Background: an optimization exercise with open tools, aiming at small area. Do not read the settings as production practice.
The RTL was checked by simulation tests, not by an equivalence proof against the original design.

==> job 4803 <==
// runningdog
module runningdog
	(
		CLOCK_50,
		resetn,
		KEY,
		plot,
		x,
		y,
		colour,
		HEX0,
		HEX1,
		HEX2,
		HEX3,
		HEX4,
		HEX5
	);
	input			CLOCK_50;
	input			resetn;
	input   [3:1]   KEY;
	output			plot;
	output	reg [7:0]	x;
	output	reg [6:0]	y;
	output	reg [2:0]	colour;
	output   [6:0] HEX0, HEX1, HEX2, HEX3, HEX4, HEX5;
	localparam  BEGIN = 4'd0,
	            GROUND = 4'd1,
	            DRAW = 4'd2,
	            DRAW_TREE = 4'd3,
	            DRAW_BIRD = 4'd4,
	            DRAW_DEATH = 4'd5,
	            DELAY = 4'd6,
	            ERASE = 4'd7,
	            NEW_XY = 4'd8,
	            NEW_XY_TREE = 4'd9,
	            NEW_XY_BIRD = 4'd10;
	reg [3:0] state, next_state;
	wire s_begin  = (state == BEGIN);
	wire s_ground = (state == GROUND);
	wire s_draw   = (state == DRAW);
	wire s_tree   = (state == DRAW_TREE);
	wire s_bird   = (state == DRAW_BIRD);
	wire s_death  = (state == DRAW_DEATH);
	wire s_delay  = (state == DELAY);
	wire s_erase  = (state == ERASE);
	wire s_nxy    = (state == NEW_XY);
	wire s_nxtree = (state == NEW_XY_TREE);
	wire s_nxbird = (state == NEW_XY_BIRD);
	assign plot = s_ground | s_draw | s_tree | s_bird | s_death | s_erase;
	wire [23:0] count;
	wire is_count;
	counter c0(count, HEX0, HEX1, HEX2, HEX3, HEX4, HEX5, CLOCK_50, KEY[1] & resetn, is_count);
	wire c_lt5  = (count < 24'd5);
	wire c_lt10 = (count < 24'd10);
	reg [12:0] lfsr;
	always @(posedge CLOCK_50)
	begin
		if (!resetn)
			lfsr <= 13'd7;
		else
			lfsr <= {lfsr[11:0], lfsr[12] ^ lfsr[3] ^ lfsr[2] ^ lfsr[0]};
	end
	reg [6:0] y_o;         
	reg [7:0] tree_x;
	reg [2:0] tcode;       
	reg [1:0] bcode;       
	reg is_jump, is_kneel, down, up;
	wire [6:0] tree_y = tcode[2] ? 7'd100 :
	                    tcode[1] ? (tcode[0] ? 7'd90 : 7'd95) : (tcode[0] ? 7'd105 : 7'd112);
	wire y_dec = is_jump ? !down : up;
	wire [6:0] y_z = y_o ^ {7{y_dec}};
	wire [6:0] y_t = {&y_z[5:0], &y_z[4:0], &y_z[3:0], &y_z[2:0], &y_z[1:0], y_z[0], 1'b1};
	always @(posedge CLOCK_50)
	begin
		if (s_begin)
			y_o <= 7'd110;
		else if (s_nxy && (is_jump || is_kneel))
			y_o <= y_o ^ y_t;
	end
	always @(posedge CLOCK_50)
	begin
		if (s_begin)
			tree_x <= 8'd130;
		else
			tree_x <= tree_x - {7'd0, s_nxtree};
	end
	always @(posedge CLOCK_50)
	begin
		if (s_begin)
			tcode <= 3'b100;
  ...
Settings: LEC_CHECK=0, CAP_MARGIN=20, CORE_MARGIN=2, CORE_UTILIZATION=40, SLEW_MARGIN=20, SYNTH_NETLIST_FILES=/design/flow/my_netlist.v, BUFFER_PORTS_ARGS=-buffer_cell sky130_fd_sc_hd__buf_1, CTS_ARGS=-sink_clustering_enable -repair_clock_nets -dont_use_dummy_load -buf_list sky130_fd_sc_hd__clkbuf_8; clock period 10.0 ns.
standard.sh (not shown) runs the stock make flow with config.mk's settings and CLKGATE_MAP_FILE= SYNTH_SCRIPT=/design/flow/synth_recipe.tcl, a recipe that flattens the netlist after the stock synthesis.
==> flow/flow/run.sh <==
#!/bin/bash
# Layout flow: the standard synthesis with a stronger ABC script for the
# combinational logic (flow/my_synth.tcl, flow/abc_deep.script), then the standard flow's
# standard layout (standard.sh) of that netlist. Each tool's output goes to a
# log in this folder: synth.log, layout.log.
set -euo pipefail
W=$(pwd)
export MY_ABC_SCRIPT=$W/flow/abc_deep.script
make -C $FLOW_HOME DESIGN_CONFIG=$W/config.mk WORK_HOME=$W/syn CLKGATE_MAP_FILE= \
  SYNTH_SCRIPT=$W/flow/my_synth.tcl synth > $W/synth.log 2>&1
cp $W/syn/results/$FLOW_PLATFORM/runningdog/base/1_2_yosys.v $W/my_netlist.v
grep -A3 "Chip area" $W/syn/reports/$FLOW_PLATFORM/runningdog/base/synth_stat.txt >> $W/synth.log || true
echo "export SYNTH_NETLIST_FILES = $W/my_netlist.v" >> $W/config.mk
# smallest buffer on each port; small clock buffers, no dummy clock loads
echo "export BUFFER_PORTS_ARGS = -buffer_cell sky130_fd_sc_hd__buf_1" >> $W/config.mk
echo "export CTS_ARGS = -sink_clustering_enable -repair_clock_nets -dont_use_dummy_load -buf_list sky130_fd_sc_hd__clkbuf_8" >> $W/config.mk
bash standard.sh > $W/layout.log 2>&1
==> flow/flow/abc_deep.script <==
strash
ifraig
&get -n
&st
&deepsyn -T 120
&put
dch -f
amap
topo
==> flow/flow/my_synth.tcl <==
# synth_recipe.tcl with two changes to ORFS's synth.tcl: no adder extraction
# (extract_fa), and ABC_SCRIPT (deep synthesis and area mapping) in place of
# ORFS's ABC script. Registers are mapped exactly as in the standard synthesis.
proc synth {args} { yosys synth -nofsm -noshare {*}$args }
set f [open $::env(SCRIPTS_DIR)/synth.tcl]
set txt [read $f]
close $f
set n0 [string length $txt]
set txt [string map [list \
  "extract_fa {*}\[dont_use_extract_fa_args\]" "" \
  "log_cmd abc {*}\$abc_args" "log_cmd abc {*}\[lreplace \$abc_args 1 1 $::env(MY_ABC_SCRIPT)\]"] $txt]
if { [string length $txt] == $n0 } { error "synth.tcl patch did not apply" }
eval $txt
# left out here: clear keep_hierarchy, flatten, clean up, hide names made inside functions, write 1_2_yosys.v
==> job 4638: changes against job 4803 <==
==> flow/run.sh (new file) <==
#!/bin/bash
# synth_recipe.tcl (not shown) runs the flow's synth.tcl, then flattens the netlist and writes it again
# the make line also repeats each setting of config.mk as NAME=value (left out here)
make -C /OpenROAD-flow-scripts/flow DESIGN_CONFIG=/design/flow/config.mk WORK_HOME=/design/flow/orfs CLKGATE_MAP_FILE= SYNTH_SCRIPT=/design/flow/synth_recipe.tcl finish
==> flow/config.mk (replaced) <==
export PLATFORM = sky130hd
export DESIGN_NAME = runningdog
export DESIGN_NICKNAME = runningdog
export VERILOG_FILES = /design/flow/design.v
export SDC_FILE = /design/flow/constraint.sdc
export NUM_CORES = 4
export LEC_CHECK = 0
export ABC_AREA = 1
export CAP_MARGIN = 20
export CORE_MARGIN = 2
export CORE_UTILIZATION = 40
export SLEW_MARGIN = 20
removed: flow/flow/run.sh
removed: flow/flow/abc_deep.script
removed: flow/flow/my_synth.tcl
removed: flow/standard.sh
==> job 1113: changes against job 4803 <==
--- a/flow/design.v
+++ b/flow/design.v
@@ -61,22 +61,22 @@
 	output			plot;
 	output	reg [7:0]	x;
 	output	reg [6:0]	y;
 	output	reg [2:0]	colour;
 	output   [6:0] HEX0, HEX1, HEX2, HEX3, HEX4, HEX5;
 	localparam  BEGIN = 4'd0,
-	            GROUND = 4'd1,
-	            DRAW = 4'd2,
-	            DRAW_TREE = 4'd3,
-	            DRAW_BIRD = 4'd4,
-	            DRAW_DEATH = 4'd5,
-	            DELAY = 4'd6,
-	            ERASE = 4'd7,
-	            NEW_XY = 4'd8,
-	            NEW_XY_TREE = 4'd9,
-	            NEW_XY_BIRD = 4'd10;
+	            GROUND = 4'd8,
+	            DRAW = 4'd4,
+	            DRAW_TREE = 4'd7,
+	            DRAW_BIRD = 4'd5,
+	            DRAW_DEATH = 4'd6,
+	            DELAY = 4'd9,
+	            ERASE = 4'd10,
+	            NEW_XY = 4'd1,
+	            NEW_XY_TREE = 4'd2,
+	            NEW_XY_BIRD = 4'd3;
 	reg [3:0] state, next_state;
 	wire s_begin  = (state == BEGIN);
 	wire s_ground = (state == GROUND);
 	wire s_draw   = (state == DRAW);
 	wire s_tree   = (state == DRAW_TREE);
 	wire s_bird   = (state == DRAW_BIRD);
@@ -163,41 +163,49 @@
 	wire [7:0] x0 = dc[1] ? (dc[0] ? 8'd71 : 8'd61) : (dc[0] ? 8'd41 : 8'd40);
 	wire raster = s_ground | s_erase | s_delay;
 	wire sprite = s_draw | s_death | s_bird;
 	wire x159 = X[7] & X[4] & X[3] & X[2] & X[1] & X[0];
 	wire y120 = Y[6] & Y[5] & Y[4] & Y[3];
 	wire sp_term = (s_draw & q[4] & q[3] & q[0]) |       
-	               (s_death & q[5] & q[3] & q[1]) |      
-	               (s_bird & q[4] & q[0]);               
-	wire t3 = X[1] & X[0];
+	               (s_death & q[5] & q[3] & q[1]);       
+	wire b_term = s_bird & Y[4] & Y[0];                  
+	wire t3 = (X[1:0] + 2'd1 == tree_x[1:0]);
 	wire y114 = (y == 7'd114);
-	wire x_inc = !F && (raster ? !y120 : (sprite | s_tree));
-	wire x_clr = s_begin || (!F && ((raster && x159) || sp_term || (s_tree && t3)));
+	wire [7:0] bird_x = tree_x + 8'd186;
+	wire b_step;           
+	wire x_inc = !F && (raster ? !y120 : (s_draw | s_death | s_tree | (s_bird && b_step)));
+	wire x_clr = s_begin || (!F && ((raster && x159) || sp_term));
+	wire x_tree = (F && s_bird) || (!F && s_tree && t3);
+	wire x_bird = (F && (s_draw || s_death)) || (!F && b_term);
 	wire x_ld = F && s_tree;
-	wire y_inc = !F && ((raster && x159) || (s_tree && t3 && !y114));
+	wire y_inc = !F && ((raster && x159) || (s_tree && t3 && !y114) || (s_bird && !b_term));
 	wire y_115 = s_begin || (F && s_erase) || (!F && s_ground && y120);
 	wire y_89 = F && s_tree;
 	wire y_0 = (F && !s_tree && !s_erase) || (!F && raster && y120 && !s_ground) ||
-	           (!F && s_tree && t3 && y114);
+	           (!F && s_tree && t3 && y114) || b_term;
 	always @(posedge CLOCK_50)
 	begin
 		if (x_clr)
 			X <= 8'd0;
 		else if (x_ld)
 			X <= x0;
+		else if (x_tree)
+			X <= tree_x;
+		else if (x_bird)
+			X <= bird_x;
 		else
 			X <= X + {7'd0, x_inc};
 		if (y_115)
 			Y <= 7'd115;
 		else if (y_89)
 			Y <= 7'd89;
 		else if (y_0)
 			Y <= 7'd0;
 		else
 			Y <= Y + {6'd0, y_inc};
-		F <= !F && ((raster && y120) || sp_term || (s_tree && t3 && y114));
+		F <= !F && ((raster && y120) || sp_term || b_term || (s_tree && t3 && y114));
 	end
 	always @(posedge CLOCK_50)
 	begin
 		if (s_begin)
 			dc <= 2'd0;
 		else if (s_delay && !F && y120)
@@ -221,23 +229,22 @@
 			colour <= c_lt10 ? 3'b011 : 3'b000;
 	end
 	localparam [255:0] DOG_X = {8'd15, 8'd15, 8'd15, 8'd15, 8'd15, 8'd15, 8'd15, 8'd13, 8'd8, 8'd9, 8'd13, 8'd10, 8'd13, 8'd12, 8'd11, 8'd10, 8'd13, 8'd12, 8'd11, 8'd10, 8'd13, 8'd12, 8'd11, 8'd10, 8'd15, 8'd14, 8'd13, 8'd15, 8'd13, 8'd15, 8'd14, 8'd13};
 	localparam [223:0] DOG_DY = {7'd127, 7'd127, 7'd127, 7'd127, 7'd127, 7'd127, 7'd127, 7'd127, 7'd3, 7'd3, 7'd6, 7'd6, 7'd5, 7'd5, 7'd5, 7'd5, 7'd4, 7'd4, 7'd4, 7'd4, 7'd3, 7'd3, 7'd3, 7'd3, 7'd2, 7'd2, 7'd2, 7'd1, 7'd1, 7'd0, 7'd0, 7'd0};
 	localparam [511:0] DEATH_X = {8'd80, 8'd80, 8'd80, 8'd80, 8'd80, 8'd80, 8'd80, 8'd80, 8'd80, 8'd80, 8'd80, 8'd80, 8'd80, 8'd80, 8'd80, 8'd80, 8'd80, 8'd80, 8'd80, 8'd80, 8'd80, 8'd80, 8'd79, 8'd77, 8'd76, 8'd74, 8'd71, 8'd70, 8'd81, 8'd79, 8'd76, 8'd74, 8'd72, 8'd70, 8'd81, 8'd79, 8'd77, 8'd76, 8'd74, 8'd72, 8'd70, 8'd81, 8'd79, 8'd76, 8'd72, 8'd70, 8'd80, 8'd79, 8'd77, 8'd76, 8'd74, 8'd71, 8'd70, 8'd14, 8'd13, 8'd12, 8'd12, 8'd12, 8'd12, 8'd12, 8'd12, 8'd12, 8'd11, 8'd10};
 	localparam [447:0] DEATH_Y = {7'd14, 7'd14, 7'd14, 7'd14, 7'd14, 7'd14, 7'd14, 7'd14, 7'd14, 7'd14, 7'd14, 7'd14, 7'd14, 7'd14, 7'd14, 7'd14, 7'd14, 7'd14, 7'd14, 7'd14, 7'd14, 7'd14, 7'd14, 7'd14, 7'd14, 7'd14, 7'd14, 7'd14, 7'd13, 7'd13, 7'd13, 7'd13, 7'd13, 7'd13, 7'd12, 7'd12, 7'd12, 7'd12, 7'd12, 7'd12, 7'd12, 7'd11, 7'd11, 7'd11, 7'd11, 7'd11, 7'd10, 7'd10, 7'd10, 7'd10, 7'd10, 7'd10, 7'd10, 7'd2, 7'd2, 7'd6, 7'd5, 7'd4, 7'd3, 7'd0, 7'd1, 7'd2, 7'd2, 7'd2};
-	localparam [255:0] BIRD_XOFF = {8'd192, 8'd192, 8'd192, 8'd192, 8'd192, 8'd192, 8'd192, 8'd192, 8'd192, 8'd192, 8'd192, 8'd192, 8'd192, 8'd192, 8'd192, 8'd192, 8'd191, 8'd191, 8'd191, 8'd190, 8'd190, 8'd190, 8'd190, 8'd189, 8'd189, 8'd189, 8'd188, 8'd188, 8'd187, 8'd187, 8'd187, 8'd186};
+	localparam [31:0] BIRD_STEP = {1'd0, 1'd0, 1'd0, 1'd0, 1'd0, 1'd0, 1'd0, 1'd0, 1'd0, 1'd0, 1'd0, 1'd0, 1'd0, 1'd0, 1'd0, 1'd0, 1'd1, 1'd0, 1'd0, 1'd1, 1'd0, 1'd0, 1'd0, 1'd1, 1'd0, 1'd0, 1'd1, 1'd0, 1'd1, 1'd0, 1'd0, 1'd1};
 	localparam [895:0] BIRD_Y = {7'd92, 7'd92, 7'd92, 7'd92, 7'd92, 7'd92, 7'd92, 7'd92, 7'd92, 7'd92, 7'd92, 7'd92, 7'd92, 7'd92, 7'd92, 7'd90, 7'd92, 7'd91, 7'd90, 7'd92, 7'd91, 7'd90, 7'd89, 7'd92, 7'd91, 7'd90, 7'd92, 7'd90, 7'd92, 7'd91, 7'd90, 7'd92, 7'd72, 7'd72, 7'd72, 7'd72, 7'd72, 7'd72, 7'd72, 7'd72, 7'd72, 7'd72, 7'd72, 7'd72, 7'd72, 7'd72, 7'd72, 7'd70, 7'd72, 7'd71, 7'd70, 7'd72, 7'd71, 7'd70, 7'd69, 7'd72, 7'd71, 7'd70, 7'd72, 7'd70, 7'd72, 7'd71, 7'd70, 7'd72, 7'd109, 7'd109, 7'd109, 7'd109, 7'd109, 7'd109, 7'd109, 7'd109, 7'd109, 7'd109, 7'd109, 7'd109, 7'd109, 7'd109, 7'd109, 7'd107, 7'd109, 7'd108, 7'd107, 7'd109, 7'd108, 7'd107, 7'd106, 7'd109, 7'd108, 7'd107, 7'd109, 7'd107, 7'd109, 7'd108, 7'd107, 7'd109, 7'd82, 7'd82, 7'd82, 7'd82, 7'd82, 7'd82, 7'd82, 7'd82, 7'd82, 7'd82, 7'd82, 7'd82, 7'd82, 7'd82, 7'd82, 7'd80, 7'd82, 7'd81, 7'd80, 7'd82, 7'd81, 7'd80, 7'd79, 7'd82, 7'd81, 7'd80, 7'd82, 7'd80, 7'd82, 7'd81, 7'd80, 7'd82};
 	wire [7:0] dog_x = DOG_X[q[4:0]*8 +: 8];
 	wire [6:0] dog_dy = DOG_DY[q[4:0]*7 +: 7];
 	wire [7:0] death_x = DEATH_X[q*8 +: 8];
 	wire [6:0] death_y = DEATH_Y[q*7 +: 7];
 	wire death_abs = (q > 6'd10);
 	wire [6:0] dy = s_death ? death_y : dog_dy;
-	wire [7:0] bird_xoff = BIRD_XOFF[q[4:0]*8 +: 8];
-	wire [6:0] bird_y = BIRD_Y[{bcode, q[4:0]}*7 +: 7];
-	wire [7:0] xsum = tree_x + (s_tree ? {6'd0, X[1:0]} : bird_xoff);
+	assign b_step = BIRD_STEP[Y[4:0]];
+	wire [6:0] bird_y = BIRD_Y[{bcode, Y[4:0]}*7 +: 7];
 	wire [6:0] ysum = (s_tree ? tree_y : y_o) + (s_tree ? Y : dy);
 	always @(*)
 	begin
 		x = X;
 		y = Y;
 		if (s_draw)
@@ -248,21 +255,15 @@
 		else if (s_death)
 		begin
 			x = death_x;
 			y = death_abs ? death_y : ysum;
 		end
 		else if (s_bird)
-		begin
-			x = xsum;
 			y = bird_y;
-		end
 		else if (s_tree)
-		begin
-			x = xsum;
 			y = ysum;
-		end
 	end
 	wire y115 = (y == 7'd115);
 	always @(posedge CLOCK_50)
 	begin
 		if (!KEY[2])
 			is_jump <= 1'b1;
==> job 3025: changes against job 4803 <==
==> flow/run.sh (new file) <==
#!/bin/bash
# synth_recipe.tcl (not shown) runs the flow's synth.tcl, then flattens the netlist and writes it again
# the make line also repeats each setting of config.mk as NAME=value (left out here)
make -C /OpenROAD-flow-scripts/flow DESIGN_CONFIG=/design/flow/config.mk WORK_HOME=/design/flow/orfs CLKGATE_MAP_FILE= SYNTH_SCRIPT=/design/flow/synth_recipe.tcl finish
==> flow/config.mk (replaced) <==
export PLATFORM = sky130hd
export DESIGN_NAME = runningdog
export DESIGN_NICKNAME = runningdog
export VERILOG_FILES = /design/flow/design.v
export SDC_FILE = /design/flow/constraint.sdc
export NUM_CORES = 4
export LEC_CHECK = 0
export CAP_MARGIN = 20
export CORE_MARGIN = 2
export CORE_UTILIZATION = 40
export SLEW_MARGIN = 20
removed: flow/flow/run.sh
removed: flow/flow/abc_deep.script
removed: flow/flow/my_synth.tcl
removed: flow/standard.sh
==> comparison <==
Flip-flop and latch count is the same in job 4638 and job 3025. Utilization: job 4803 is higher than job 1113 (0.14 points). Between job 4638 and job 1113, the lower via count is in job 1113 (gap about 28%, measured against job 1113). Synthesized cell count: job 4803 < job 1113 < job 3025 < job 4638. Register-to-register slack: job 3025 > job 4638 > job 1113 > job 4803. In job 3025 the wire length is lower than in job 4638, by about 2%. Synthesized area: job 3025 > job 4638 > job 4803 > job 1113. In job 4638 the non-clock buffer count is lower than in job 4803, by 1.

-- afterwards: timing with drivers on the ports --
No port has a modelled driver above. Below, the same layouts with a new extraction and two added sets of constraints.
Step 1 (the two cells are an assumption about what drives the block):
set clk [get_ports {CLOCK_50}]
set_driving_cell -lib_cell sky130_fd_sc_hd__clkbuf_16 $clk
set_driving_cell -lib_cell sky130_fd_sc_hd__buf_2 [delete_from_list [all_inputs] $clk]
Step 2 times the ports against the registers' clock, not the clock port: input delays grow and output delays shrink by t, the midpoint of the rising clock arrivals with the driver on.
a / b / c = ideal / step 1 / step 2; a / b = the first two.
run | t (ns) | setup slack, ns | worst register clock-pin slew, ns | worst data-port slew with drivers (ns)
job 4803 | 0.413 | 2.145 / 2.106 / 2.520 | 0.11 / 0.11 | 0.06
job 4638 | 0.402 | 2.886 / 2.840 / 3.242 | 0.08 / 0.08 | 0.03
job 1113 | 0.414 | 2.698 / 2.660 / 3.074 | 0.10 / 0.10 | 0.04
job 3025 | 0.391 | 3.330 / 3.288 / 3.678 | 0.07 / 0.07 | 0.04
After both steps setup and hold are still met in every run listed.
